From an optimization exercise on the open Yosys and OpenROAD flow, aimed at small area, a short achievable clock period and few clock cycles per item; shortcuts taken in it are not production practice.
RTL that was checked went through simulation tests only; none was proved equivalent to the original.
Function not checked in run 1: the RTL went through the layout flow alone.
Power and IR drop assume default switching activity.

==> flow/design.v, too long to show whole: its modules and the start of the top module <==
// module madd_pipeline: 1448 lines
module madd_pipeline #(parameter data_width = 16, parameter n_blocks = 256, parameter full_width = 2 * data_width + 8, parameter n_channels = 16)
	(
		input wire clk,
		input wire reset,
		input wire enable,
		input  wire in_valid,
		output wire in_ready,
		output wire out_valid,
		input  wire out_ready,
		input  wire [$clog2(n_blocks) - 1 : 0] block_in,
		output wire [$clog2(n_blocks) - 1 : 0] block_out,
		input wire [4:0] shift,
		input wire shift_disable,
		input wire signedness,
		input wire saturate_disable,
		input wire signed [data_width - 1 : 0] arg_a_in,
		input wire signed [data_width - 1 : 0] arg_b_in,
		input wire signed [data_width - 1 : 0] arg_c_in,
		output wire signed [full_width - 1 : 0] result_out,
		input  wire [ch_addr_w - 1 : 0] dest_in,
		output wire [ch_addr_w - 1 : 0] dest_out,
		input  wire [4 - 1 : 0] commit_id_in,
		output wire [4 - 1 : 0] commit_id_out,
		input wire commit_flag_in,
		output wire commit_flag_out
	);
  // ...
==> flow/flow/run.sh <==
#!/bin/bash
# Own layout flow: the standard flow (standard.sh) with a few extra ORFS
# make variables, read one per line from flow/extra.mk. By default the port
# buffers that buffer_ports inserts are plain buf_2 cells (buffer_ports
# otherwise picks clkdlybuf4s50_1, a slow 10 um2 delay cell).
# The full output of the flow goes to flow_standard.log in this folder; each
# ORFS step keeps its own log under orfs/logs/.
set -euo pipefail
cd "$(dirname "$0")/.."
EXTRA=()
PORTBUF="BUFFER_PORTS_ARGS=-buffer_cell sky130_fd_sc_hd__buf_2"
if [[ -f flow/extra.mk ]]; then
  while IFS= read -r line; do
    [[ -z "$line" || "$line" == \#* ]] && continue
    if [[ "$line" == BUFFER_PORTS_ARGS=* ]]; then PORTBUF="$line"; continue; fi
    EXTRA+=("$line")
  done < flow/extra.mk
fi
bash standard.sh "$PORTBUF" ${EXTRA[@]+"${EXTRA[@]}"} finish > flow_standard.log 2>&1
==> flow/standard.sh <==
#!/bin/bash
# synth_recipe.tcl (not shown) runs the flow's synth.tcl, then flattens the netlist and writes it again
# the make line also repeats each setting of config.mk as NAME=value (left out here)
make -C /OpenROAD-flow-scripts/flow DESIGN_CONFIG=/design/flow/config.mk WORK_HOME=/design/flow/orfs CLKGATE_MAP_FILE= SYNTH_SCRIPT=/design/flow/synth_recipe.tcl "${@:-finish}"
==> flow/config.mk <==
export PLATFORM = sky130hd
export DESIGN_NAME = madd_pipeline
export DESIGN_NICKNAME = madd_pipeline
export VERILOG_FILES = /design/flow/design.v
export SDC_FILE = /design/flow/constraint.sdc
export NUM_CORES = 4
export LEC_CHECK = 0
export ABC_AREA = 1
export CAP_MARGIN = 20
export CORE_MARGIN = 2
export CORE_UTILIZATION = 40
export SETUP_SLACK_MARGIN = 2.2
export SLEW_MARGIN = 20
==> flow/constraint.sdc <==
create_clock -name core_clock -period 7.5 [get_ports {clk}]
set_input_delay 1.5000 -clock core_clock [delete_from_list [all_inputs] [get_ports {clk}]]
set_output_delay 1.5000 -clock core_clock [all_outputs]
set_load 0.01 [all_outputs]
==> reports/metrics.csv, run 1 <==
stage;metric;value;unit
routing;post-DR wirelength/cell;17.5;µm
placement;placer congestion estimate;0.922;
setup_path;CP Capture Type;flop;
timing;setup_tns;0;ps
grt;gr ovfl total;0;
die;row cnt;71;
layout;# diodes;0;
die;Die H;199;µm
die;area of the core;37600;µm²
layout;biggest regs;h0_q x20, h1_q x20, c_q x16;
setup_path;R2R depth;4;
timing;Final min period;5240;ps
power;maximum VDD drop;0.271;mV
outcome;outcome;timing/DRC/antenna clean;
layout;ClkCell Share;0.0158;
power;power share of the clock group;0.066;
setup_path;R2R setup slack;5410;ps
cts;CTS tree;yes;
logic_synthesis;post-synthesis xor/xnor area fraction;0.0964;
layout;post-layout util;0.480;
setup_path;Reg2Reg Launch Point;v_q$_SDFFE_PP0P_;
power;NetSw;3.48;mW
setup_path;worst path cell trace;buf_12 -> nor2_4 -> inv_2 -> nor2_2 -> buf_6 -> clkinvlp_4 -> buf_6 -> o21ai_2 -> o21ai_1 -> mux2i_1 -> mux2i_1 -> o32ai_2 -> ha_2 -> inv_2 -> fa_1 -> inv_2 -> fa_2 -> ha_4 -> a21oi_2 -> o21ai_2 -> a21oi_1 -> nand2_1 -> xor2_1;
layout;layout cells sized above 1;0.203;
timing;endpoints failing hold;0;
==> inputs of run 2 (changes only) <==
--- a/flow/design.v
+++ b/flow/design.v
@@ -26,21 +26,20 @@
 		output wire commit_flag_out
 	);
 	localparam ch_addr_w = $clog2(n_channels);
 	wire [3:0] s4  = ~shift[3:0];
 	wire       big = shift[4];
 	wire [3:0] sa  = (shift_disable | big) ? 4'd0 : s4;
 	wire [16:0] a_ext = {signedness & arg_a_in[15], arg_a_in};
 	wire [16:0] b_ext = {signedness & arg_b_in[15], arg_b_in};
-	wire [15:0]   c_g   = arg_c_in & {16{~big}};
-	wire [33:0] c_ext = {{18{signedness & c_g[15]}}, c_g};
+	wire [33:0] c_ext = {{18{signedness & arg_c_in[15]}}, arg_c_in};
 	wire [33:0] c_sh  = c_ext << sa;
 	wire [33:0] rnd   = (sa == 4'd0) ? 34'd0 : (34'd1 << (sa - 4'd1));
-	wire [33:0] crow  = c_sh | rnd;
+	wire [33:0] crow  = big ? 34'd0 : (c_sh | rnd);
 	wire pp1;
 	wire pp2;
 	wire pp3;
 	wire pp4;
 	wire pp5;
 	wire pp6;
 	wire pp7;
 	wire pp8;
@@ -1255,17 +1254,16 @@
 	assign fh_p[16] = h0_q[30] ^ h1_q[30];
 	assign fh_g[16] = h0_q[30] & h1_q[30];
 	assign fh_p[17] = h0_q[31] ^ h1_q[31];
 	assign fh_g[17] = h0_q[31] & h1_q[31];
 	assign fh_p[18] = h0_q[32] ^ h1_q[32];
 	assign fh_g[18] = h0_q[32] & h1_q[32];
 	assign fh_p[19] = h0_q[33] ^ h1_q[33];
 	assign fh_g[19] = h0_q[33] & h1_q[33];
-	wire fh_g0c = fh_g[0] | (fh_p[0] & lo_q[14]);
 	wire fh_G1 = fh_g[19] | (fh_p[19] & fh_g[18]);
 	wire fh_P1 = fh_p[19] & fh_p[18];
 	wire fh_G2 = fh_g[18] | (fh_p[18] & fh_g[17]);
 	wire fh_P2 = fh_p[18] & fh_p[17];
 	wire fh_G3 = fh_g[17] | (fh_p[17] & fh_g[16]);
 	wire fh_P3 = fh_p[17] & fh_p[16];
 	wire fh_G4 = fh_g[16] | (fh_p[16] & fh_g[15]);
 	wire fh_P4 = fh_p[16] & fh_p[15];
@@ -1292,17 +1290,17 @@
 	wire fh_G15 = fh_g[5] | (fh_p[5] & fh_g[4]);
 	wire fh_P15 = fh_p[5] & fh_p[4];
 	wire fh_G16 = fh_g[4] | (fh_p[4] & fh_g[3]);
 	wire fh_P16 = fh_p[4] & fh_p[3];
 	wire fh_G17 = fh_g[3] | (fh_p[3] & fh_g[2]);
 	wire fh_P17 = fh_p[3] & fh_p[2];
 	wire fh_G18 = fh_g[2] | (fh_p[2] & fh_g[1]);
 	wire fh_P18 = fh_p[2] & fh_p[1];
-	wire fh_G19 = fh_g[1] | (fh_p[1] & fh_g0c);
+	wire fh_G19 = fh_g[1] | (fh_p[1] & fh_g[0]);
 	wire fh_P19 = fh_p[1] & fh_p[0];
 	wire fh_G20 = fh_G1 | (fh_P1 & fh_G3);
 	wire fh_P20 = fh_P1 & fh_P3;
 	wire fh_G21 = fh_G2 | (fh_P2 & fh_G4);
 	wire fh_P21 = fh_P2 & fh_P4;
 	wire fh_G22 = fh_G3 | (fh_P3 & fh_G5);
 	wire fh_P22 = fh_P3 & fh_P5;
 	wire fh_G23 = fh_G4 | (fh_P4 & fh_G6);
@@ -1328,17 +1326,17 @@
 	wire fh_G33 = fh_G14 | (fh_P14 & fh_G16);
 	wire fh_P33 = fh_P14 & fh_P16;
 	wire fh_G34 = fh_G15 | (fh_P15 & fh_G17);
 	wire fh_P34 = fh_P15 & fh_P17;
 	wire fh_G35 = fh_G16 | (fh_P16 & fh_G18);
 	wire fh_P35 = fh_P16 & fh_P18;
 	wire fh_G36 = fh_G17 | (fh_P17 & fh_G19);
 	wire fh_P36 = fh_P17 & fh_P19;
-	wire fh_G37 = fh_G18 | (fh_P18 & fh_g0c);
+	wire fh_G37 = fh_G18 | (fh_P18 & fh_g[0]);
 	wire fh_P37 = fh_P18 & fh_p[0];
 	wire fh_G38 = fh_G20 | (fh_P20 & fh_G24);
 	wire fh_P38 = fh_P20 & fh_P24;
 	wire fh_G39 = fh_G21 | (fh_P21 & fh_G25);
 	wire fh_P39 = fh_P21 & fh_P25;
 	wire fh_G40 = fh_G22 | (fh_P22 & fh_G26);
 	wire fh_P40 = fh_P22 & fh_P26;
 	wire fh_G41 = fh_G23 | (fh_P23 & fh_G27);
@@ -1360,17 +1358,17 @@
 	wire fh_G49 = fh_G31 | (fh_P31 & fh_G35);
 	wire fh_P49 = fh_P31 & fh_P35;
 	wire fh_G50 = fh_G32 | (fh_P32 & fh_G36);
 	wire fh_P50 = fh_P32 & fh_P36;
 	wire fh_G51 = fh_G33 | (fh_P33 & fh_G37);
 	wire fh_P51 = fh_P33 & fh_P37;
 	wire fh_G52 = fh_G34 | (fh_P34 & fh_G19);
 	wire fh_P52 = fh_P34 & fh_P19;
-	wire fh_G53 = fh_G35 | (fh_P35 & fh_g0c);
+	wire fh_G53 = fh_G35 | (fh_P35 & fh_g[0]);
 	wire fh_P53 = fh_P35 & fh_p[0];
 	wire fh_G54 = fh_G38 | (fh_P38 & fh_G46);
 	wire fh_P54 = fh_P38 & fh_P46;
 	wire fh_G55 = fh_G39 | (fh_P39 & fh_G47);
 	wire fh_P55 = fh_P39 & fh_P47;
 	wire fh_G56 = fh_G40 | (fh_P40 & fh_G48);
 	wire fh_P56 = fh_P40 & fh_P48;
 	wire fh_G57 = fh_G41 | (fh_P41 & fh_G49);
@@ -1384,47 +1382,47 @@
 	wire fh_G61 = fh_G45 | (fh_P45 & fh_G53);
 	wire fh_P61 = fh_P45 & fh_P53;
 	wire fh_G62 = fh_G46 | (fh_P46 & fh_G36);
 	wire fh_P62 = fh_P46 & fh_P36;
 	wire fh_G63 = fh_G47 | (fh_P47 & fh_G37);
 	wire fh_P63 = fh_P47 & fh_P37;
 	wire fh_G64 = fh_G48 | (fh_P48 & fh_G19);
 	wire fh_P64 = fh_P48 & fh_P19;
-	wire fh_G65 = fh_G49 | (fh_P49 & fh_g0c);
+	wire fh_G65 = fh_G49 | (fh_P49 & fh_g[0]);
 	wire fh_P65 = fh_P49 & fh_p[0];
 	wire fh_G66 = fh_G54 | (fh_P54 & fh_G36);
 	wire fh_P66 = fh_P54 & fh_P36;
 	wire fh_G67 = fh_G55 | (fh_P55 & fh_G37);
 	wire fh_P67 = fh_P55 & fh_P37;
 	wire fh_G68 = fh_G56 | (fh_P56 & fh_G19);
 	wire fh_P68 = fh_P56 & fh_P19;
-	wire fh_G69 = fh_G57 | (fh_P57 & fh_g0c);
+	wire fh_G69 = fh_G57 | (fh_P57 & fh_g[0]);
 	wire fh_P69 = fh_P57 & fh_p[0];
 	assign xh[0] = fh_p[0] ^ lo_q[14];
-	assign xh[1] = fh_p[1] ^ fh_g0c;
-	assign xh[2] = fh_p[2] ^ fh_G19;
-	assign xh[3] = fh_p[3] ^ fh_G37;
-	assign xh[4] = fh_p[4] ^ fh_G36;
-	assign xh[5] = fh_p[5] ^ fh_G53;
-	assign xh[6] = fh_p[6] ^ fh_G52;
-	assign xh[7] = fh_p[7] ^ fh_G51;
-	assign xh[8] = fh_p[8] ^ fh_G50;
-	assign xh[9] = fh_p[9] ^ fh_G65;
-	assign xh[10] = fh_p[10] ^ fh_G64;
-	assign xh[11] = fh_p[11] ^ fh_G63;
-	assign xh[12] = fh_p[12] ^ fh_G62;
-	assign xh[13] = fh_p[13] ^ fh_G61;
-	assign xh[14] = fh_p[14] ^ fh_G60;
-	assign xh[15] = fh_p[15] ^ fh_G59;
-	assign xh[16] = fh_p[16] ^ fh_G58;
-	assign xh[17] = fh_p[17] ^ fh_G69;
-	assign xh[18] = fh_p[18] ^ fh_G68;
-	assign xh[19] = fh_p[19] ^ fh_G67;
-	wire fh_cout = fh_G66;
+	assign xh[1] = fh_p[1] ^ (fh_g[0] | (fh_p[0] & lo_q[14]));
+	assign xh[2] = fh_p[2] ^ (fh_G19 | (fh_P19 & lo_q[14]));
+	assign xh[3] = fh_p[3] ^ (fh_G37 | (fh_P37 & lo_q[14]));
+	assign xh[4] = fh_p[4] ^ (fh_G36 | (fh_P36 & lo_q[14]));
+	assign xh[5] = fh_p[5] ^ (fh_G53 | (fh_P53 & lo_q[14]));
+	assign xh[6] = fh_p[6] ^ (fh_G52 | (fh_P52 & lo_q[14]));
+	assign xh[7] = fh_p[7] ^ (fh_G51 | (fh_P51 & lo_q[14]));
+	assign xh[8] = fh_p[8] ^ (fh_G50 | (fh_P50 & lo_q[14]));
+	assign xh[9] = fh_p[9] ^ (fh_G65 | (fh_P65 & lo_q[14]));
+	assign xh[10] = fh_p[10] ^ (fh_G64 | (fh_P64 & lo_q[14]));
+	assign xh[11] = fh_p[11] ^ (fh_G63 | (fh_P63 & lo_q[14]));
+	assign xh[12] = fh_p[12] ^ (fh_G62 | (fh_P62 & lo_q[14]));
+	assign xh[13] = fh_p[13] ^ (fh_G61 | (fh_P61 & lo_q[14]));
+	assign xh[14] = fh_p[14] ^ (fh_G60 | (fh_P60 & lo_q[14]));
+	assign xh[15] = fh_p[15] ^ (fh_G59 | (fh_P59 & lo_q[14]));
+	assign xh[16] = fh_p[16] ^ (fh_G58 | (fh_P58 & lo_q[14]));
+	assign xh[17] = fh_p[17] ^ (fh_G69 | (fh_P69 & lo_q[14]));
+	assign xh[18] = fh_p[18] ^ (fh_G68 | (fh_P68 & lo_q[14]));
+	assign xh[19] = fh_p[19] ^ (fh_G67 | (fh_P67 & lo_q[14]));
+	wire fh_cout = fh_G66 | (fh_P66 & lo_q[14]);
 	wire [33:0] x = {xh, lo_q[13:0]};
 	wire signed [33:0] y = $signed(x) >>> sh_q;
 	wire [17:0] xd = x[33:16] ^ x[32:15];
 	reg  [17:0] suf;
 	integer k;
 	always @(*) begin
 		suf[17] = xd[17];
 		for (k = 16; k >= 0; k = k - 1)
==> flow/config.mk (replaced) <==
export PLATFORM = sky130hd
export DESIGN_NAME = madd_pipeline
export DESIGN_NICKNAME = madd_pipeline
export VERILOG_FILES = /design/flow/design.v
export SDC_FILE = /design/flow/constraint.sdc
export NUM_CORES = 4
export LEC_CHECK = 0
export ABC_AREA = 1
export CAP_MARGIN = 20
export CORE_MARGIN = 2
export CORE_UTILIZATION = 40
export SETUP_SLACK_MARGIN = 2.0
export SLEW_MARGIN = 20
==> run 2 against run 1 <==
Against the previous run: die area hardly changed; utilization decreased by 2.3 points; hold slack improved by 1.8 ps; count of clock-buffer cells in the layout is the same; global-route usage fell by 0.43 points; design area decreased by 4.7%; area after synthesis about the same; clock power decreased by 4%; synthesized cell count grew 1.5%; first-iteration DRC count down 16%; combinational power decreased by 9.8%; register-to-register slack gained 60 ps.
==> reports/metrics.csv, run 2 <==
stage;metric;value;unit;change
outcome;outcome;timing/DRC/antenna clean;;
layout;most frequent cells in the layout;nand2_1, inv_1, xor2_1;;
logic_synthesis;most instantiated cells after synthesis;nand2_1, inv_1, xor2_1;;
grt;largest net degree at the start of global routing;70;;
logic_synthesis;post-synthesis sequential area ratio;0.191;;
layout;biggest regs;h0_q x20, h1_q x20, c_q x16;;
timing;post-route clock period utilization;0.712;;
logic_synthesis;synthesized flop and latch total;97;;
timing;final-report setup violation count;0;;
die;row cnt;71;;unchanged
grt;GR Util All Layers;0.235;;
grt;gr ovfl total;0;;unchanged
power;power share of the clock group;0.069;;+0.003
placement;DP HPWL;37.5;mm;
placement;I/O Buffers;136;;
cts;CTS Sinks;97;;
layout;Area Overhead vs Synth;12.7;%;
die;Die Wd;199;µm;
die;initial core utilization;0.405;;
logic_synthesis;synthesized cell area;15200;µm²;
layout;layout cells sized above 1;0.139;;-0.0648
cts;Reg clk slew, reported paths;60;ps;
power;maximum VDD drop;0.267;mV;-1.5%
cts;Num CTS Buffers;9;;
logic_synthesis;top cells by area, synth;edfxtp_1, fa_1, nand2_1;;
logic_synthesis;top_reg_cell synth;edfxtp_1;;
grt;initial antenna violation count;0;;
logic_synthesis;post-synth top area cell;edfxtp_1;;
setup_path;Critical Path AT;5530;ps;
grt;vias in the first global route;13300;;
logic_synthesis;most frequent cell after synthesis;nand2_1;;
setup_path;CP Class;in2reg;;
timing;max-slew violation count;0;;
routing;Routed Antenna Nets;0;;
logic_synthesis;Synth top area share;0.189;;
cts;clk root buf;clkbuf_16;;
setup_path;CP Capture Type;flop;;
routing;met3 wire len;2.46;mm;
die;io pins;137;;
cts;H-tree levels;3;;
logic_synthesis;Post-synth EDFFs;96;;
grt;first-pass GRT wire length;72.6;mm;
routing;Total Wirelength;46.2;mm;
hold_path;Hold Crit Class;reg2reg;;
die;area of the core;37600;µm²;unchanged
setup_path;Data required, critical path;7690;ps;
routing;Initial DRT Pass Iterations;5;;
routing;Max Used Layer;met4;;
timing;setup_tns;0;ps;unchanged
timing;Final min period;5340;ps;+101 ps
placement;placer congestion estimate;0.936;;+1.5%
timing;RSZ-0062 raised after global routing;yes;;
power;switch share;0.524;;
layout;fin area;17200;µm²;
cts;clk latency of the worst-skew pair;360;ps;
routing;drt via density;5.22;;
routing;Vias;14100;;
flow_run;Max-Cap Viols;0;;
placement;Placed Area;16300;µm²;
logic_synthesis;syn avg cell area;7.26;µm²;
timing;endpoints failing hold;0;;unchanged
layout;commonest non-fill, non-tap cell in the layout;nand2_1;;
power;Comb pwr share;0.770;;
timing;clk_skew;12.8;ps;
routing;DRC;0;;
logic_synthesis;Async S/R FF share, synth;0;;
logic_synthesis;YS warnings;1;;
setup_path;largest fanout on the critical path;17;;
routing;post-DR wirelength/cell;17.1;µm;-2.5%
routing;met2 routed WL;21.7;mm;
cts;CTS tree;yes;;
power;NetSw;3.27;mW;-6.0%
logic_synthesis;post-synthesis cell count;2097;;
power;Internal;2.97;mW;
setup_path;startpoint types;input port;;
logic_synthesis;Netlist cell types;47;;
die;Die H;199;µm;about the same
routing;Routed met1 length;20.7;mm;
routing;DR iter-0 viols;968;;
timing;Max Clk Rate;187;MHz;
cts;CTS Buffer Depth;2;;
power;Leak;8.30;nW;
timing;Slew headroom;0.286;;
logic_synthesis;Mapped Nets;2372;;
layout;Final nets;2464;;
cts;# hold bufs at CTS;0;;
layout;# diodes;0;;unchanged
power;PwrDens;363;nW/µm²;
timing;pin slew with the least headroom to its limit;1070;ps;
power;Reg power frac;0.161;;
die;total die area;39700;µm²;
[run 2: metal layers]
| layer | global-route usage | up-vias |
|---|---|---|
| li1 | - | 6946 |
| met1 | 0.319 | 6636 |
| met2 | 0.391 | 482 |
| met3 | 0.0257 | 62 |
| met4 | 0.0774 | 0 |
| met5 | 0 | - |
[run 2: logic make-up (layout without fill, tap and decap cells)]
logic type,after synthesis,after routing,synth area share
muxes,9,9,0.00591
adders and majority gates,197,197,0.231
DFF,97,97,0.191
AOI/OAI and AO/OA,403,404,0.150
and+or+nand+nor,750,751,0.205
xor gates and xnor gates,168,168,0.0981
buffers and inverters,473,568,0.120
[run 2: layout make-up]
cell class                      instances  area (µm²)
Clock buffer                            9         225
Clock inverter                          7        52.6
Fill cell                            3911       20400
Inverter                              368        1450
Multi-Input combinational cell       1529       10800
Sequential cell                        97        2900
Tap cell                              511         639
Timing Repair Buffer                  184        1080
[run 2: per-stage QoR]
stage	hold slack (ps)	std cells	worst slack, ps	util	power, mW
2_1_floorplan	488	2097	2010	-	4.32
3_3_place_gp	454	2660	1340	0.435	5.45
3_5_place_dp	462	2660	1340	0.435	5.53
4_1_cts	472	2681	2010	0.445	6.00
5_1_grt	508	2705	1960	0.457	6.98
6_report	477	2705	2160	0.457	6.24
[run 2: worst max-delay path, cell delays in order]
cell     delay (ps)
buf_6           210
inv_4           120
o21ai_4         270
buf_4           160
o22ai_1          70
xor2_1          200
fa_2            380
fa_1            530
inv_1            50
fa_1            500
inv_1            50
fa_1            490
inv_1            60
ha_4            290
inv_1            70
o31ai_2         240
a21oi_1          60
nand2_1          80
xor2_1          170
[run 2: path summary, 6_finish.rpt]
| path | startpoint | endpoint | slack (ps) | depth (start not counted) |
|---|---|---|---|---|
| setup reg to reg | v_q$_SDFFE_PP0P_ | c_q[1]$_DFFE_PP_ | 5470 | 4 |
| hold / removal | v_q$_SDFFE_PP0P_ | v_q$_SDFFE_PP0P_ | 480 | 2 |
| setup / recovery | arg_b_in[3] | lo_q[13]$_DFFE_PP_ | 2160 | 19 |
| hold reg to reg | v_q$_SDFFE_PP0P_ | v_q$_SDFFE_PP0P_ | 480 | 2 |
[run 2: power groups by stage]
| stage | Combinational [mW] | Sequential (mW) | Clock, mW |
|---|---|---|---|
| finish | 4.80 | 1.00 | 0.433 |
| detailed placement | 4.52 | 1.01 | 0 |
| global route | 5.49 | 1.02 | 0.465 |
| global placement | 4.44 | 1.01 | 0 |
| floorplan | 3.34 | 0.983 | 0 |
| CTS | 4.56 | 1.00 | 0.444 |
[run 2: what timing repair did]
action / in CTS / in global routing
setup endpoints to repair: 25 / 51
hold endpoints to repair: 0 / 0
resized for setup: 17 / 65
gates cloned: 1 / 1
pin swaps: 2 / 10
setup buffers: 4 / 23
Testbench counts of run 2, summed over its fixed seeds: cycles 24,008, items 24,000.
==> inputs of run 3 (changes only) <==
==> flow/flow/extra.mk (new file) <==
SYNTH_ARGS=-noabc
==> run 3 against run 2 <==
Against the previous run: non-clock buffer count increased by 22; clock power up 18%; global-route usage fell by 0.39 points; utilization rose by 1.0 points; critical path type unchanged.
==> reports/metrics.csv, run 3 <==
stage;metric;value;unit;change
die;initial core utilization;0.406;;+0.000560
timing;Max Clk Rate;187;MHz;about the same
timing;RSZ-0062 raised after global routing;yes;;
routing;Routed Antenna Nets;0;;unchanged
die;total die area;38700;µm²;-2.4%
layout;Reg area;2900;µm²;unchanged
grt;largest net degree at the start of global routing;74;;+5.7%
routing;drt via density;5.44;;+4.2%
setup_path;CP Class;in2reg;;
setup_path;crit path from;arg_b_in[13];;
timing;Final min period;5340;ps;-0.450 ps
hold_path;Hold Crit Class;reg2reg;;
timing;WHS;476;ps;-1.53 ps
timing;setup_tns;0;ps;unchanged
logic_synthesis;Async S/R FF share, synth;0;;unchanged
logic_synthesis;Post-synth EDFFs;96;;unchanged
timing;final-report setup violation count;0;;unchanged
layout;layout cells sized above 1;0.165;;+0.0260
outcome;outcome;timing/DRC/antenna clean;;
power;PwrDens;369;nW/µm²;+1.6%
logic_synthesis;post-synthesis sequential area ratio;0.195;;+0.00476
setup_path;Data required, critical path;7580;ps;-110 ps
logic_synthesis;Netlist cell types;50;;+6.4%
placement;DP HPWL;35.4;mm;-5.5%
cts;# hold bufs at CTS;0;;unchanged
setup_path;largest fanout on the critical path;21;;+4
cts;CTS tree;yes;;
layout;most frequent cells in the layout;nand2_1, inv_1, xor2_1;;
timing;clk_skew;9.17;ps;-3.61 ps
grt;vias in the first global route;13100;;-2.1%
hold_path;hold_sp;v_q$_SDFFE_PP0P_;;
timing;pin slew with the least headroom to its limit;985;ps;-84.6 ps
layout;multi-input combinational cell area;11100;µm²;+2.8%
cts;clk root buf;clkbuf_16;;
cts;clk latency of the worst-skew pair;350;ps;about the same
power;Leak;7.73;nW;-6.9%
logic_synthesis;synthesized cell area;14900;µm²;-2.4%
timing;Slew headroom;0.336;;+0.0502
grt;initial antenna violation count;0;;unchanged
die;Die Wd;197;µm;-1.2%
grt;gr ovfl total;0;;unchanged
grt;GR Util All Layers;0.231;;-0.00390
cts;Reg clk slew, reported paths;60;ps;about the same
setup_path;startpoint types;input port;;
power;Design Power;6.32;mW;+1.3%
setup_path;CP Capture Type;flop;;
routing;Initial DRT Pass Iterations;6;;+1
logic_synthesis;synthesized flop and latch total;97;;unchanged
die;Die H;197;µm;-1.2%
cts;CTS Sinks;97;;unchanged
setup_path;Reg2Reg Launch Point;v_q$_SDFFE_PP0P_;;
routing;DRC;0;;unchanged
timing;endpoints failing hold;0;;unchanged
grt;first-pass GRT wire length;71.0;mm;-2.2%
die;io pins;137;;unchanged
routing;Total Wirelength;44.8;mm;-3.0%
logic_synthesis;top cells by area, synth;edfxtp_1, fa_1, nand2_1;;
routing;DR iter-0 viols;1074;;+11%
flow_run;Max-Cap Viols;0;;unchanged
cts;H-tree levels;3;;unchanged
logic_synthesis;most instantiated cells after synthesis;nand2_1, inv_1, xor2_1;;
die;row cnt;70;;-1.4%
layout;fill count;3688;;-5.7%
logic_synthesis;Synth top area share;0.194;;+0.00473
logic_synthesis;YS warnings;1;;unchanged
timing;max-slew violation count;0;;unchanged
layout;Area Overhead vs Synth;15.1;%;
cts;Num CTS Buffers;9;;unchanged
die;area of the core;36600;µm²;-2.6%
layout;# diodes;0;;unchanged
logic_synthesis;top_reg_cell synth;edfxtp_1;;
logic_synthesis;most frequent cell after synthesis;nand2_1;;
power;maximum VDD drop;0.279;mV;+4.3%
logic_synthesis;Mapped Nets;2230;;-6.0%
placement;I/O Buffers;136;;unchanged
layout;biggest regs;h0_q x20, h1_q x20, c_q x16;;
routing;Vias;13800;;-2.4%
cts;CTS Buffer Depth;2;;unchanged
routing;post-DR wirelength/cell;17.7;µm;+3.6%
timing;post-route clock period utilization;0.712;;about the same
logic_synthesis;post-synth top area cell;edfxtp_1;;
setup_path;Critical Path AT;5420;ps;-110 ps
logic_synthesis;post-synthesis cell count;1950;;-7.0%
layout;Final nets;2341;;-5.0%
logic_synthesis;syn avg cell area;7.62;µm²;+4.9%
layout;commonest non-fill, non-tap cell in the layout;nand2_1;;
placement;placer congestion estimate;0.907;;-3.1%
## run 3: cells by family after synthesis
logic type / synth area share
simple gates: 0.208
compound gates: 0.154
buf+inv: 0.0854
fa+ha+maj: 0.241
xor+xnor: 0.101
flops: 0.195
mux: 0.0162
## run 3: repair_timing
action | CTS | global route
pin swaps | 6 | 27
gates cloned | 2 | 1
endpoints found under the hold margin | 0 | 0
endpoints found under the setup margin | 64 | 48
setup buffers | 14 | 29
resized for setup | 27 | 89
## run 3: through the flow
| step | std cells | instance area [µm²] | setup WS, ps | util |
|---|---|---|---|---|
| finish | 2534 | 17100 | 2160 | 0.467 |
| global route | 2534 | 17100 | 1980 | 0.467 |
| CTS | 2504 | 16500 | 1960 | 0.452 |
| detailed placement | 2472 | 16000 | 874 | 0.436 |
| global placement | 2472 | 16000 | 1020 | 0.436 |
| floorplan | 1950 | 15000 | 1970 | - |
## run 3: final timing paths
kind,slack (ps),cells after the start,endpoint
min reg2reg,480,2,v_q$_SDFFE_PP0P_
min,480,2,v_q$_SDFFE_PP0P_
max,2160,12,h1_q[18]$_DFFE_PP_
max reg2reg,5470,4,c_q[14]$_DFFE_PP_
## run 3: final cells by class
type | instances | area share
Multi-Input combinational cell | 1532 | 0.650
Sequential cell | 97 | 0.170
Timing Repair Buffer | 206 | 0.0758
Inverter | 214 | 0.0501
Tap cell | 468 | 0.0342
Clock buffer | 10 | 0.0134
Clock inverter | 6 | 0.00622
Timing Repair inverter | 1 | 0.000293
## run 3: power by group
part           switching [mW]  internal [mW]  leakage, nW
clock network           0.187          0.324        0.160
registers              0.0636          0.948        0.908
logic                    2.88           1.91         6.67
total                    3.13           3.19         7.73
## run 3: critical path, stage by stage
cell,delay [ps]
buf_2,530
xnor2_2,180
buf_4,250
o21ai_1,90
buf_4,200
o22ai_1,150
xor2_1,220
fa_1,470
fa_1,460
fa_1,410
fa_1,530
fa_1,410
## run 3: per-layer routing
metal,part of all wire,GRT usage,vias to the layer above,routed length (µm)
li1,-,-,6728,-
met1,0.45,0.321,6557,20400
met2,0.45,0.368,428,20400
met3,0.051,0.0252,73,2290
met4,0.040,0.0950,0,1770
met5,0,0,-,0
==> inputs of run 4 (changes only) <==
--- a/flow/config.mk
+++ b/flow/config.mk
@@ -9,5 +9,5 @@
 export CAP_MARGIN = 20
 export CORE_MARGIN = 2
 export CORE_UTILIZATION = 40
-export SETUP_SLACK_MARGIN = 2.0
+export SETUP_SLACK_MARGIN = 2.3
 export SLEW_MARGIN = 20
removed: flow/flow/extra.mk
==> run 4 against run 3 <==
Against the previous run: area after synthesis increased by 2.5%; sequential share of layout area decreased by 1.3 points; highest routed layer unchanged; clock skew increased by 4.5 ps; hold slack about the same; fmax increased by 2.7%; utilization increased by 2.6 points; still clean; cell count increased by 9.8%.
==> reports/metrics.csv, run 4 <==
stage;metric;value;unit;change
outcome;outcome;timing/DRC/antenna clean;;
timing;Slew headroom;0.344;;+0.00785
layout;multi-input combinational cell area;11400;µm²;+2.6%
placement;pre-CTS setup slack;1250;ps;+376 ps
routing;DR iter-0 viols;1039;;-3.3%
cts;Reg clk slew, reported paths;70;ps;about the same
power;Leak;8.81;nW;+14%
layout;Final nets;2541;;+8.5%
setup_path;crit path from;arg_b_in[5];;
setup_path;R2R setup slack;5410;ps;-60 ps
grt;largest net degree at the start of global routing;67;;-9.5%
routing;post-DR wirelength/cell;17.3;µm;-2.3%
logic_synthesis;Synth top area share;0.189;;-0.00473
grt;first-pass GRT wire length;71.5;mm;+0.81%
cts;CTS Sinks;97;;unchanged
logic_synthesis;most instantiated cells after synthesis;nand2_1, inv_1, xor2_1;;
power;maximum VDD drop;0.276;mV;-1.1%
setup_path;startpoint types;input port;;
logic_synthesis;post-synthesis cell count;2097;;+7.5%
logic_synthesis;synthesized flop and latch total;97;;unchanged
setup_path;Critical Path AT;5300;ps;-120 ps
flow_run;Max-Cap Viols;0;;unchanged
cts;clk root buf;clkbuf_16;;
logic_synthesis;post-synthesis sequential area ratio;0.191;;-0.00476
layout;# diodes;0;;unchanged
logic_synthesis;syn avg cell area;7.26;µm²;-4.7%
logic_synthesis;YS warnings;1;;unchanged
logic_synthesis;Netlist cell types;47;;-6.0%
timing;endpoints failing hold;0;;unchanged
logic_synthesis;top_reg_cell synth;edfxtp_1;;
cts;CTS Buffer Depth;2;;unchanged
routing;Vias;14700;;+6.3%
cts;Num CTS Buffers;9;;unchanged
cts;H-tree levels;3;;unchanged
die;Die Wd;199;µm;+1.2%
power;Design Power;6.89;mW;+9.1%
timing;WHS;476;ps;-0.0810 ps
timing;final-report setup violation count;0;;unchanged
layout;fin area;18500;µm²;+8.3%
die;total die area;39700;µm²;+2.4%
die;io pins;137;;unchanged
setup_path;CP Capture Type;flop;;
hold_path;hold path depth;2;;unchanged
timing;pin slew with the least headroom to its limit;983;ps;-2.44 ps
timing;post-route clock period utilization;0.693;;-0.0188
hold_path;Hold Crit Class;reg2reg;;
die;row cnt;71;;+1.4%
grt;GR Util All Layers;0.232;;+0.000995
routing;Total Wirelength;48.0;mm;+7.3%
logic_synthesis;Mapped Nets;2372;;+6.4%
setup_path;largest fanout on the critical path;11;;-48%
setup_path;FF-to-FF End;c_q[14]$_DFFE_PP_;;
logic_synthesis;top cells by area, synth;edfxtp_1, fa_1, nand2_1;;
cts;CTS tree;yes;;
layout;biggest regs;h0_q x20, h1_q x20, c_q x16;;
logic_synthesis;Async S/R FF share, synth;0;;unchanged
logic_synthesis;Post-synth EDFFs;96;;unchanged
setup_path;CP Class;in2reg;;
routing;drt via density;5.27;;-3.2%
die;area of the core;37600;µm²;+2.6%
logic_synthesis;most frequent cell after synthesis;nand2_1;;
routing;Routed Antenna Nets;0;;unchanged
routing;DRC;0;;unchanged
layout;Area Overhead vs Synth;21.6;%;
routing;Initial DRT Pass Iterations;5;;-1
placement;placer congestion estimate;0.923;;+1.8%
layout;fill count;3739;;+1.4%
timing;setup_tns;0;ps;unchanged
die;Die H;199;µm;+1.2%
power;PwrDens;372;nW/µm²;+0.73%
layout;layout cells sized above 1;0.207;;+0.0419
grt;gr ovfl total;0;;unchanged
setup_path;critical path endpoint;lo_q[13]$_DFFE_PP_;;
logic_synthesis;post-synth top area cell;edfxtp_1;;
timing;clk_skew;13.7;ps;+4.55 ps
grt;vias in the first global route;13500;;+2.9%
die;initial core utilization;0.405;;-0.000560
placement;Placed Area;16400;µm²;+2.8%
placement;I/O Buffers;136;;unchanged
layout;Reg area;2900;µm²;unchanged
setup_path;R2R depth;4;;unchanged
timing;Max Clk Rate;192;MHz;+2.7%
cts;clk latency of the worst-skew pair;370;ps;+20 ps
timing;max-slew violation count;0;;unchanged
layout;most frequent cells in the layout;nand2_1, inv_1, xor2_1;;
setup_path;Reg2Reg Launch Point;v_q$_SDFFE_PP0P_;;
timing;Final min period;5200;ps;-141 ps
timing;Final WS setup;2300;ps;+141 ps
grt;initial antenna violation count;0;;unchanged
setup_path;Data required, critical path;7600;ps;+20 ps
logic_synthesis;synthesized cell area;15200;µm²;+2.5%
placement;DP HPWL;37.1;mm;+4.9%
layout;commonest non-fill, non-tap cell in the layout;nand2_1;;
timing;RSZ-0062 raised after global routing;yes;;
[run 4: changes by cell type after synthesis, sizes merged, moves of 5 or more]
cell and delta:
a21oi +9, buf -10, clkbuf +7, inv +157, mux2i -15, nand2 +37
nand3 +6, nor2 -9, nor3 -20, o211ai -5, o21ai -7, o22ai +9
[run 4: worst max-delay path, cell delays in order]
cell	delay (ps)
buf_8	160
clkinv_8	80
o21ai_4	240
buf_6	170
o22ai_1	90
xor2_1	180
fa_2	370
fa_1	490
inv_1	50
fa_1	520
inv_2	40
fa_1	510
inv_2	50
ha_4	250
a21oi_2	150
o31ai_2	80
a21oi_1	120
nand2_1	80
xor2_1	140
[run 4: final cells by class]
cell class | instances | area share
Timing Repair Buffer | 260 | 0.0971
Clock buffer | 9 | 0.0122
Multi-Input combinational cell | 1528 | 0.616
Tap cell | 511 | 0.0345
Clock inverter | 7 | 0.00317
Timing Repair inverter | 2 | 0.000608
Sequential cell | 97 | 0.157
Inverter | 368 | 0.0797
[run 4: worst min-delay path by stage]
stage / from / end / slack (ps)
5_1_grt: v_q$_SDFFE_PP0P_ / v_q$_SDFFE_PP0P_ / 500
3_3_place_gp: v_q$_SDFFE_PP0P_ / v_q$_SDFFE_PP0P_ / 460
6_report: v_q$_SDFFE_PP0P_ / v_q$_SDFFE_PP0P_ / 480
4_1_cts: v_q$_SDFFE_PP0P_ / v_q$_SDFFE_PP0P_ / 470
2_1_floorplan: v_q$_SDFFE_PP0P_ / v_q$_SDFFE_PP0P_ / 490
3_5_place_dp: v_q$_SDFFE_PP0P_ / v_q$_SDFFE_PP0P_ / 470
[run 4: metrics by stage]
stage | util | cells
6_report | 0.493 | 2782
5_1_grt | 0.493 | 2782
4_1_cts | 0.456 | 2696
3_5_place_dp | 0.437 | 2652
3_3_place_gp | 0.437 | 2652
2_1_floorplan | - | 2097
[run 4: power breakdown]
group	switching, mW	internal (mW)	total [mW]	leakage (nW)
Combinational	3.24	2.19	5.42	7.76
Clock	0.215	0.231	0.446	0.140
Sequential	0.0859	0.938	1.02	0.908
Total	3.54	3.35	6.89	8.81
[run 4: logic make-up (layout without fill, tap and decap cells)]
logic type | after synthesis | count (layout) | share of synthesized area
AO/OA/AOI/OAI | 403 | 403 | 0.150
XOR/XNOR | 168 | 168 | 0.0981
adder cells (fa/ha/maj) | 197 | 197 | 0.231
buffers and inverters | 473 | 646 | 0.120
flip-flops | 97 | 97 | 0.191
multiplexers | 9 | 9 | 0.00591
AND/OR/NAND/NOR | 750 | 751 | 0.205
[run 4: what timing repair did]
action	CTS	global route
pin swaps	12	52
gates cloned	1	4
resized for setup	63	171
buffers inserted	27	82
hold buffers	0	0
setup endpoints to repair	67	55
[run 4: layer usage]
| layer | global-route usage | routed length (µm) | part of all wire | up-vias |
|---|---|---|---|---|
| met2 | 0.396 | 23300 | 0.48 | 470 |
| li1 | - | - | - | 7106 |
| met5 | 0 | 0 | 0 | - |
| met1 | 0.313 | 21000 | 0.44 | 6999 |
| met3 | 0.0208 | 2610 | 0.054 | 82 |
| met4 | 0.0697 | 1170 | 0.024 | 0 |
==> inputs of run 5 (changes only) <==
--- a/flow/config.mk
+++ b/flow/config.mk
@@ -9,5 +9,5 @@
 export CAP_MARGIN = 20
 export CORE_MARGIN = 2
 export CORE_UTILIZATION = 40
-export SETUP_SLACK_MARGIN = 2.3
+export SETUP_SLACK_MARGIN = 1.8
 export SLEW_MARGIN = 20
==> run 5 against run 4 <==
Against the previous run: first-iteration DRC count decreased by 2.9%; die area unchanged; design area shrank 9.0%; critical path type unchanged; highest routed layer unchanged.
==> reports/metrics.csv, run 5 <==
stage;metric;value;unit;change
hold_path;hold path depth;2;;unchanged
setup_path;CP Class;in2reg;;
grt;largest net degree at the start of global routing;69;;+3.0%
power;maximum VDD drop;0.216;mV;-22%
layout;commonest non-fill, non-tap cell in the layout;nand2_1;;
die;row cnt;71;;unchanged
setup_path;R2R setup slack;5470;ps;+60 ps
routing;drt via density;5.22;;-0.97%
setup_path;startpoint types;input port;;
logic_synthesis;Mapped Nets;2372;;unchanged
logic_synthesis;Netlist cell types;47;;unchanged
placement;DP HPWL;37.7;mm;+1.5%
hold_path;worst min-delay path endpoint;v_q$_SDFFE_PP0P_;;
grt;gr ovfl total;0;;unchanged
grt;initial antenna violation count;0;;unchanged
setup_path;Data required, critical path;7590;ps;about the same
timing;Max Clk Rate;180;MHz;-6.4%
layout;biggest regs;h0_q x20, h1_q x20, c_q x16;;
timing;pin slew with the least headroom to its limit;1020;ps;+36.5 ps
cts;CTS Sinks;97;;unchanged
placement;Inst Count DP;2659;;+0.26%
cts;H-tree levels;3;;unchanged
hold_path;Hold Crit Class;reg2reg;;
timing;Slew headroom;0.320;;-0.0243
layout;# diodes;0;;unchanged
logic_synthesis;Synth top area share;0.189;;unchanged
logic_synthesis;most instantiated cells after synthesis;nand2_1, inv_1, xor2_1;;
timing;final-report setup violation count;0;;unchanged
placement;placer congestion estimate;0.948;;+2.7%
layout;Reg area;2900;µm²;unchanged
logic_synthesis;post-synthesis cell count;2097;;unchanged
timing;clk_skew;17.2;ps;+3.51 ps
logic_synthesis;post-synth top area cell;edfxtp_1;;
logic_synthesis;synthesized flop and latch total;97;;unchanged
cts;CTS tree;yes;;
setup_path;R2R depth;4;;unchanged
logic_synthesis;YS warnings;1;;unchanged
flow_run;Max-Cap Viols;0;;unchanged
timing;RSZ-0062 raised after global routing;yes;;
grt;vias in the first global route;13500;;+0.48%
logic_synthesis;Post-synth EDFFs;96;;unchanged
grt;first-pass GRT wire length;72.7;mm;+1.6%
cts;CTS Buffer Depth;2;;unchanged
setup_path;largest fanout on the critical path;15;;+4
layout;most frequent cells in the layout;nand2_1, inv_1, xor2_1;;
logic_synthesis;top_reg_cell synth;edfxtp_1;;
routing;DR iter-0 viols;1009;;-2.9%
cts;clk latency of the worst-skew pair;370;ps;about the same
routing;Routed Antenna Nets;0;;unchanged
timing;max-slew violation count;0;;unchanged
logic_synthesis;most frequent cell after synthesis;nand2_1;;
timing;post-route clock period utilization;0.741;;+0.0474
die;area of the core;37600;µm²;unchanged
layout;layout cells sized above 1;0.119;;-0.0879
routing;post-DR wirelength/cell;17.1;µm;-1.1%
timing;Final min period;5550;ps;+356 ps
setup_path;Reg2Reg Launch Point;v_q$_SDFFE_PP0P_;;
layout;fin area;16900;µm²;-9.0%
hold_path;hold_sp;v_q$_SDFFE_PP0P_;;
routing;Vias;14100;;-4.1%
logic_synthesis;Async S/R FF share, synth;0;;unchanged
layout;fill count;3861;;+3.3%
layout;Non-Filler Instances;2695;;-3.1%
logic_synthesis;synthesized cell area;15200;µm²;unchanged
power;PwrDens;355;nW/µm²;-4.5%
cts;Reg clk slew, reported paths;70;ps;about the same
cts;clk root buf;clkbuf_16;;
routing;Initial DRT Pass Iterations;8;;+3
timing;setup_tns;0;ps;unchanged
layout;multi-input combinational cell area;10600;µm²;-6.9%
cts;# hold bufs at CTS;0;;unchanged
routing;DRC;0;;unchanged
die;Die H;199;µm;unchanged
setup_path;Critical Path AT;5650;ps;+350 ps
setup_path;FF-to-FF End;sh_q[0]$_SDFFCE_PP0P_;;
logic_synthesis;syn avg cell area;7.26;µm²;unchanged
setup_path;CP Capture Type;flop;;
die;total die area;39700;µm²;unchanged
die;Die Wd;199;µm;unchanged
die;initial core utilization;0.405;;unchanged
placement;I/O Buffers;136;;unchanged
grt;GR Util All Layers;0.234;;+0.00244
power;Leak;8.25;nW;-6.4%
placement;Placed Area;16300;µm²;-0.73%
setup_path;crit path from;arg_b_in[15];;
layout;Final nets;2454;;-3.4%
die;io pins;137;;unchanged
logic_synthesis;top cells by area, synth;edfxtp_1, fa_1, nand2_1;;
layout;Area Overhead vs Synth;10.6;%;
routing;Total Wirelength;46.0;mm;-4.2%
outcome;outcome;timing/DRC/antenna clean;;
cts;Num CTS Buffers;9;;unchanged
timing;endpoints failing hold;0;;unchanged
logic_synthesis;post-synthesis sequential area ratio;0.191;;unchanged
## run 5: cell counts after synthesis
No cell type changed its count.
## run 5: power breakdown
| part | switching [mW] | total (mW) | internal (mW) |
|---|---|---|---|
| combinational | 2.89 | 4.55 | 1.66 |
| clock | 0.213 | 0.444 | 0.231 |
| sequential | 0.0595 | 0.994 | 0.934 |
| total | 3.16 | 5.99 | 2.82 |
## run 5: worst max path at each step
stage	endpoint	slack, ps
after global placement	lo_q[13]$_DFFE_PP_	1310
after detailed placement	lo_q[13]$_DFFE_PP_	1190
after CTS	lo_q[13]$_DFFE_PP_	1760
final	h1_q[19]$_DFFE_PP_	1950
after global routing	lo_q[14]$_DFFE_PP_	1760
after floorplan	lo_q[13]$_DFFE_PP_	1830
## run 5: metrics by stage
stage           util  power [mW]  setup slack [ps]  hold WS, ps
2_1_floorplan      -        4.31              1830          488
3_3_place_gp   0.433        5.40              1310          454
3_5_place_dp   0.433        5.47              1190          469
4_1_cts        0.443        5.94              1760          480
5_1_grt        0.449        6.73              1760          518
6_report       0.449        5.99              1950          479
## run 5: cells by family after synthesis
group / share of synthesized area
buf+inv: 0.120
flops: 0.191
xor+xnor: 0.0981
simple gates: 0.205
compound gates: 0.150
mux: 0.00591
fa+ha+maj: 0.231
## run 5: cell type report
class	count	share of cell area
Timing Repair Buffer	174	0.0585
Sequential cell	97	0.172
Clock buffer	9	0.0134
Clock inverter	7	0.00356
Inverter	368	0.0838
Multi-Input combinational cell	1528	0.630
Tap cell	511	0.0379
Timing Repair inverter	1	0.000297
## run 5: timing repair
item,4_1_cts,5_1_grt
buffers inserted,5,13
gates cloned,0,2
pin swaps,1,1
gates resized for setup,8,32
setup endpoints to repair,4,41
## run 5: worst max-delay path, cell delays in order
cell     delay [ps]
buf_2           370
inv_2           220
o21ai_1         390
buf_4           280
o22ai_1         100
xor2_1          200
fa_1            560
inv_1            60
fa_1            500
inv_1            60
fa_1            420
inv_1           100
fa_1            400
inv_1           100
fa_1            390
## run 5: layer usage
| layer | wire, µm | GRT usage | share of wire |
|---|---|---|---|
| met1 | 20600 | 0.320 | 0.45 |
| met2 | 21500 | 0.391 | 0.47 |
| met3 | 2390 | 0.0197 | 0.052 |
| met4 | 1500 | 0.0818 | 0.033 |
| met5 | 0 | 0 | 0 |
==> inputs of run 6 (changes only) <==
--- a/flow/config.mk
+++ b/flow/config.mk
@@ -8,6 +8,7 @@
 export ABC_AREA = 1
 export CAP_MARGIN = 20
 export CORE_MARGIN = 2
-export CORE_UTILIZATION = 40
-export SETUP_SLACK_MARGIN = 1.8
+export CORE_UTILIZATION = 55
+export PLACE_DENSITY = 0.75
+export SETUP_SLACK_MARGIN = 2.0
 export SLEW_MARGIN = 20
==> run 6 against run 5 <==
Against the previous run: register-to-register slack worse by 20 ps; critical endpoint is now lo_q[11]$_DFFE_PP_; routed wire length down 3.7%; total power up 4.9%; die area down 27%; first-iteration DRC count up 41%; still clean on timing, DRC and antenna; non-clock buffer count down 1; sequential cell count unchanged; utilization up 18 points; combinational power up 4.6%.
==> reports/metrics.csv, run 6 <==
stage;metric;value;unit;change
die;io pins;137;;unchanged
setup_path;largest fanout on the critical path;16;;+1
setup_path;CP max stage delay;540;ps;-20 ps
routing;DR iter-0 viols;1418;;+41%
die;row cnt;60;;-15%
power;NetSw;3.25;mW;+2.6%
timing;final-report setup violation count;0;;unchanged
power;PwrDens;371;nW/µm²;+4.3%
setup_path;Reg2Reg Launch Point;v_q$_SDFFE_PP0P_;;
die;total die area;29000;µm²;-27%
setup_path;crit path from;arg_a_in[4];;
power;Internal;3.04;mW;+7.5%
cts;CTS Sinks;97;;unchanged
logic_synthesis;post-synthesis cell count;2097;;unchanged
cts;CTS Buffer Depth;2;;unchanged
grt;first-pass GRT wire length;70.6;mm;-2.8%
logic_synthesis;Netlist cell types;47;;unchanged
die;initial core utilization;0.562;;+0.157
setup_path;critical path's slowest cell;fa_1;;
logic_synthesis;post-synthesis sequential area ratio;0.191;;unchanged
setup_path;CP Class;in2reg;;
routing;Vias;14400;;+2.5%
setup_path;Critical Path AT;5530;ps;-120 ps
setup_path;CP Capture Type;flop;;
layout;biggest regs;h0_q x20, h1_q x20, c_q x16;;
logic_synthesis;top_reg_cell synth;edfxtp_1;;
layout;Area Overhead vs Synth;11.3;%;
logic_synthesis;Mapped Nets;2372;;unchanged
routing;Initial DRT Pass Iterations;6;;-2
setup_path;CP Buf/Inv Count;5;;-2
logic_synthesis;post-synth top area cell;edfxtp_1;;
logic_synthesis;synthesized cell area;15200;µm²;unchanged
logic_synthesis;Post-synth EDFFs;96;;unchanged
power;power share of the clock group;0.083;;+0.009
grt;initial antenna violation count;0;;unchanged
timing;post-route clock period utilization;0.723;;-0.0172
grt;largest net degree at the start of global routing;73;;+5.8%
logic_synthesis;top cells by area, synth;edfxtp_1, fa_1, nand2_1;;
logic_synthesis;Async S/R FF share, synth;0;;unchanged
routing;Routed Antenna Nets;0;;unchanged
setup_path;R2R setup slack;5450;ps;-20 ps
die;Die Wd;170;µm;-14%
power;Leak;8.30;nW;+0.61%
timing;Max Clk Rate;184;MHz;+2.4%
grt;gr ovfl total;0;;unchanged
grt;vias in the first global route;13800;;+2.2%
cts;Num CTS Buffers;9;;unchanged
setup_path;Crit path max-delay family;adder cells;;
hold_path;Hold Crit Class;reg2reg;;
layout;# diodes;0;;unchanged
power;Reg power frac;0.159;;-0.007
layout;Final nets;2452;;-0.081%
cts;H-tree levels;3;;unchanged
layout;layout cells sized above 1;0.134;;+0.0152
logic_synthesis;most instantiated cells after synthesis;nand2_1, inv_1, xor2_1;;
timing;pin slew with the least headroom to its limit;995;ps;-24.7 ps
setup_path;crit-path most repeated cell;inv_1;;
setup_path;critical path endpoint;lo_q[11]$_DFFE_PP_;;
die;area of the core;27100;µm²;-28%
cts;Reg clk slew, reported paths;70;ps;about the same
timing;Final min period;5420;ps;-129 ps
die;Die H;170;µm;-14%
timing;endpoints failing hold;0;;unchanged
setup_path;startpoint types;input port;;
timing;RSZ-0062 raised after global routing;no;;
setup_path;FF-to-FF End;c_q[2]$_DFFE_PP_;;
logic_synthesis;YS warnings;1;;unchanged
grt;GR Util All Layers;0.308;;+0.0738
placement;DP HPWL;35.1;mm;-6.8%
power;Design Power;6.28;mW;+4.9%
logic_synthesis;syn avg cell area;7.26;µm²;unchanged
cts;clk latency of the worst-skew pair;360;ps;about the same
outcome;outcome;timing/DRC/antenna clean;;
cts;clk root buf;clkbuf_16;;
setup_path;worst path cell trace;buf_2 -> inv_1 -> o22ai_1 -> xor2_1 -> fa_1 -> inv_1 -> fa_1 -> inv_1 -> fa_1 -> ha_1 -> a21oi_2 -> nor2_1 -> o21ai_0 -> nand2_1 -> nand2_1 -> inv_1 -> o21ai_0 -> nand2_1 -> xor2_1;;
timing;clk_skew;19.7;ps;+2.51 ps
placement;I/O Buffers;136;;unchanged
cts;# hold bufs at CTS;0;;unchanged
power;switch share;0.517;;-0.0115
routing;Total Wirelength;44.3;mm;-3.7%
setup_path;Crit path depth;19;;+4
power;maximum VDD drop;0.263;mV;+22%
timing;max-slew violation count;0;;unchanged
logic_synthesis;synthesized flop and latch total;97;;unchanged
logic_synthesis;Synth top area share;0.189;;unchanged
timing;Slew headroom;0.336;;+0.0165
timing;setup_tns;0;ps;unchanged
setup_path;R2R depth;4;;unchanged
routing;DRC;0;;unchanged
layout;commonest non-fill, non-tap cell in the layout;nand2_1;;
cts;CTS tree;yes;;
power;Comb pwr share;0.758;;-0.002
setup_path;Data required, critical path;7600;ps;about the same
flow_run;Max-Cap Viols;0;;unchanged
routing;post-DR wirelength/cell;17.3;µm;+1.6%
layout;most frequent cells in the layout;nand2_1, inv_1, xor2_1;;
placement;placer congestion estimate;0.975;;+2.8%
logic_synthesis;most frequent cell after synthesis;nand2_1;;
routing;drt via density;5.65;;+8.2%
[run 6: cell count changes in the layout (fill, tap and decap cells not counted), sizes merged]
cell      delta
clkinv       -3
bufinv       +2
clkinvlp     +2
inv          -2
buf          -1
[run 6: layer usage]
layer / global-route usage / part of all wire / vias to the layer above
li1: - / - / 6928
met1: 0.411 / 0.42 / 6679
met2: 0.516 / 0.47 / 695
met3: 0.0428 / 0.083 / 117
met4: 0.109 / 0.036 / 0
met5: 0 / 0 / -
[run 6: cell families (layout without fill, tap and decap cells)]
kind of cell | after synthesis | count (layout) | synth area share
AND/OR/NAND/NOR | 750 | 751 | 0.205
buffers and inverters | 473 | 557 | 0.120
AO/OA/AOI/OAI | 403 | 403 | 0.150
adder cells (fa/ha/maj) | 197 | 197 | 0.231
XOR/XNOR | 168 | 168 | 0.0981
flip-flops | 97 | 97 | 0.191
multiplexers | 9 | 9 | 0.00591
[run 6: layout make-up]
class	count	area [µm²]
Multi-Input combinational cell	1528	10800
Sequential cell	97	2900
Tap cell	372	465
Clock inverter	7	106
Timing Repair Buffer	173	1020
Inverter	368	1440
Fill cell	2489	10100
Clock buffer	9	225
[run 6: power by group through the flow]
stage	combinational, mW	clock (mW)	sequential (mW)
floorplan	3.34	0	0.983
detailed placement	4.46	0	1.01
finish	4.76	0.523	0.998
CTS	4.50	0.531	0.997
global route	5.38	0.547	1.01
global placement	4.32	0	1.01
[run 6: tightest hold or removal path, stage by stage (launching register included)]
cell     delay (ps)
dfxtp_1         320
nand2_1          70
a21oi_1          50
[run 6: worst min-delay path by stage]
stage / startpoint / end / slack (ps) / cells after the start
after floorplan: v_q$_SDFFE_PP0P_ / v_q$_SDFFE_PP0P_ / 490 / 2
after global placement: v_q$_SDFFE_PP0P_ / v_q$_SDFFE_PP0P_ / 450 / 2
after detailed placement: v_q$_SDFFE_PP0P_ / v_q$_SDFFE_PP0P_ / 480 / 2
after CTS: v_q$_SDFFE_PP0P_ / v_q$_SDFFE_PP0P_ / 490 / 2
after global routing: v_q$_SDFFE_PP0P_ / v_q$_SDFFE_PP0P_ / 530 / 2
final: v_q$_SDFFE_PP0P_ / v_q$_SDFFE_PP0P_ / 490 / 2
[run 6: timing repair]
item                                    in CTS  in global routing
buffers inserted                            10                 11
endpoints found under the setup margin      14                 54
cloned                                       0                  1
gates resized for setup                     26                 57
pin swaps                                    3                  3
[run 6: per-stage QoR]
stage / cell area (µm²) / hold WS (ps) / utilization / worst slack (ps) / instances
3_5_place_dp: 16100 / 480 / 0.595 / 787 / 2516
3_3_place_gp: 16100 / 450 / 0.595 / 1100 / 2515
6_report: 17000 / 488 / 0.626 / 2080 / 2554
4_1_cts: 16600 / 487 / 0.614 / 2000 / 2542
2_1_floorplan: 15400 / 488 / - / 2010 / 2097
5_1_grt: 17000 / 526 / 0.626 / 1960 / 2554

==> afterwards: timing with drivers on the ports <==
The flow's constraints put no driver on any port. The routed layouts listed below were extracted and timed again, unchanged, in two steps. Step 1 assumes that a clkbuf_16 drives the clock port and a buf_2 every other input. Step 2 moves the port delays by t, midway between the first and last clock arrival at a register: inputs arrive t later, outputs are due t later. That takes back most of the time a late clock gives input paths. Slacks: no drivers / after step 1 / after step 2; pairs: no drivers / after step 1.
| run | t, ns | slack for setup (ns) | hold WS [ns] | worst register clock-pin slew, ns | worst slew at a driven data input, ns |
|---|---|---|---|---|---|
| run 1 | 0.400 | 2.261 / 2.248 / 1.848 | 0.476 / 0.476 / 0.476 | 0.08 / 0.08 | 0.08 |
| run 2 | 0.398 | 2.161 / 2.167 / 1.769 | 0.477 / 0.477 / 0.477 | 0.08 / 0.08 | 0.05 |
| run 3 | 0.394 | 2.161 / 2.179 / 1.786 | 0.476 / 0.476 / 0.476 | 0.07 / 0.07 | 0.07 |
| run 4 | 0.405 | 2.302 / 2.298 / 1.893 | 0.476 / 0.476 / 0.476 | 0.08 / 0.08 | 0.08 |
| run 5 | 0.400 | 1.946 / 1.963 / 1.563 | 0.479 / 0.479 / 0.479 | 0.09 / 0.09 | 0.04 |
| run 6 | 0.399 | 2.075 / 2.104 / 1.705 | 0.488 / 0.488 / 0.488 | 0.09 / 0.09 | 0.07 |
After both steps setup and hold are still met in every run listed. For run 1, which loses most, drivers alone change the setup slack by -0.013 ns; drivers and shift together by -0.413 ns.
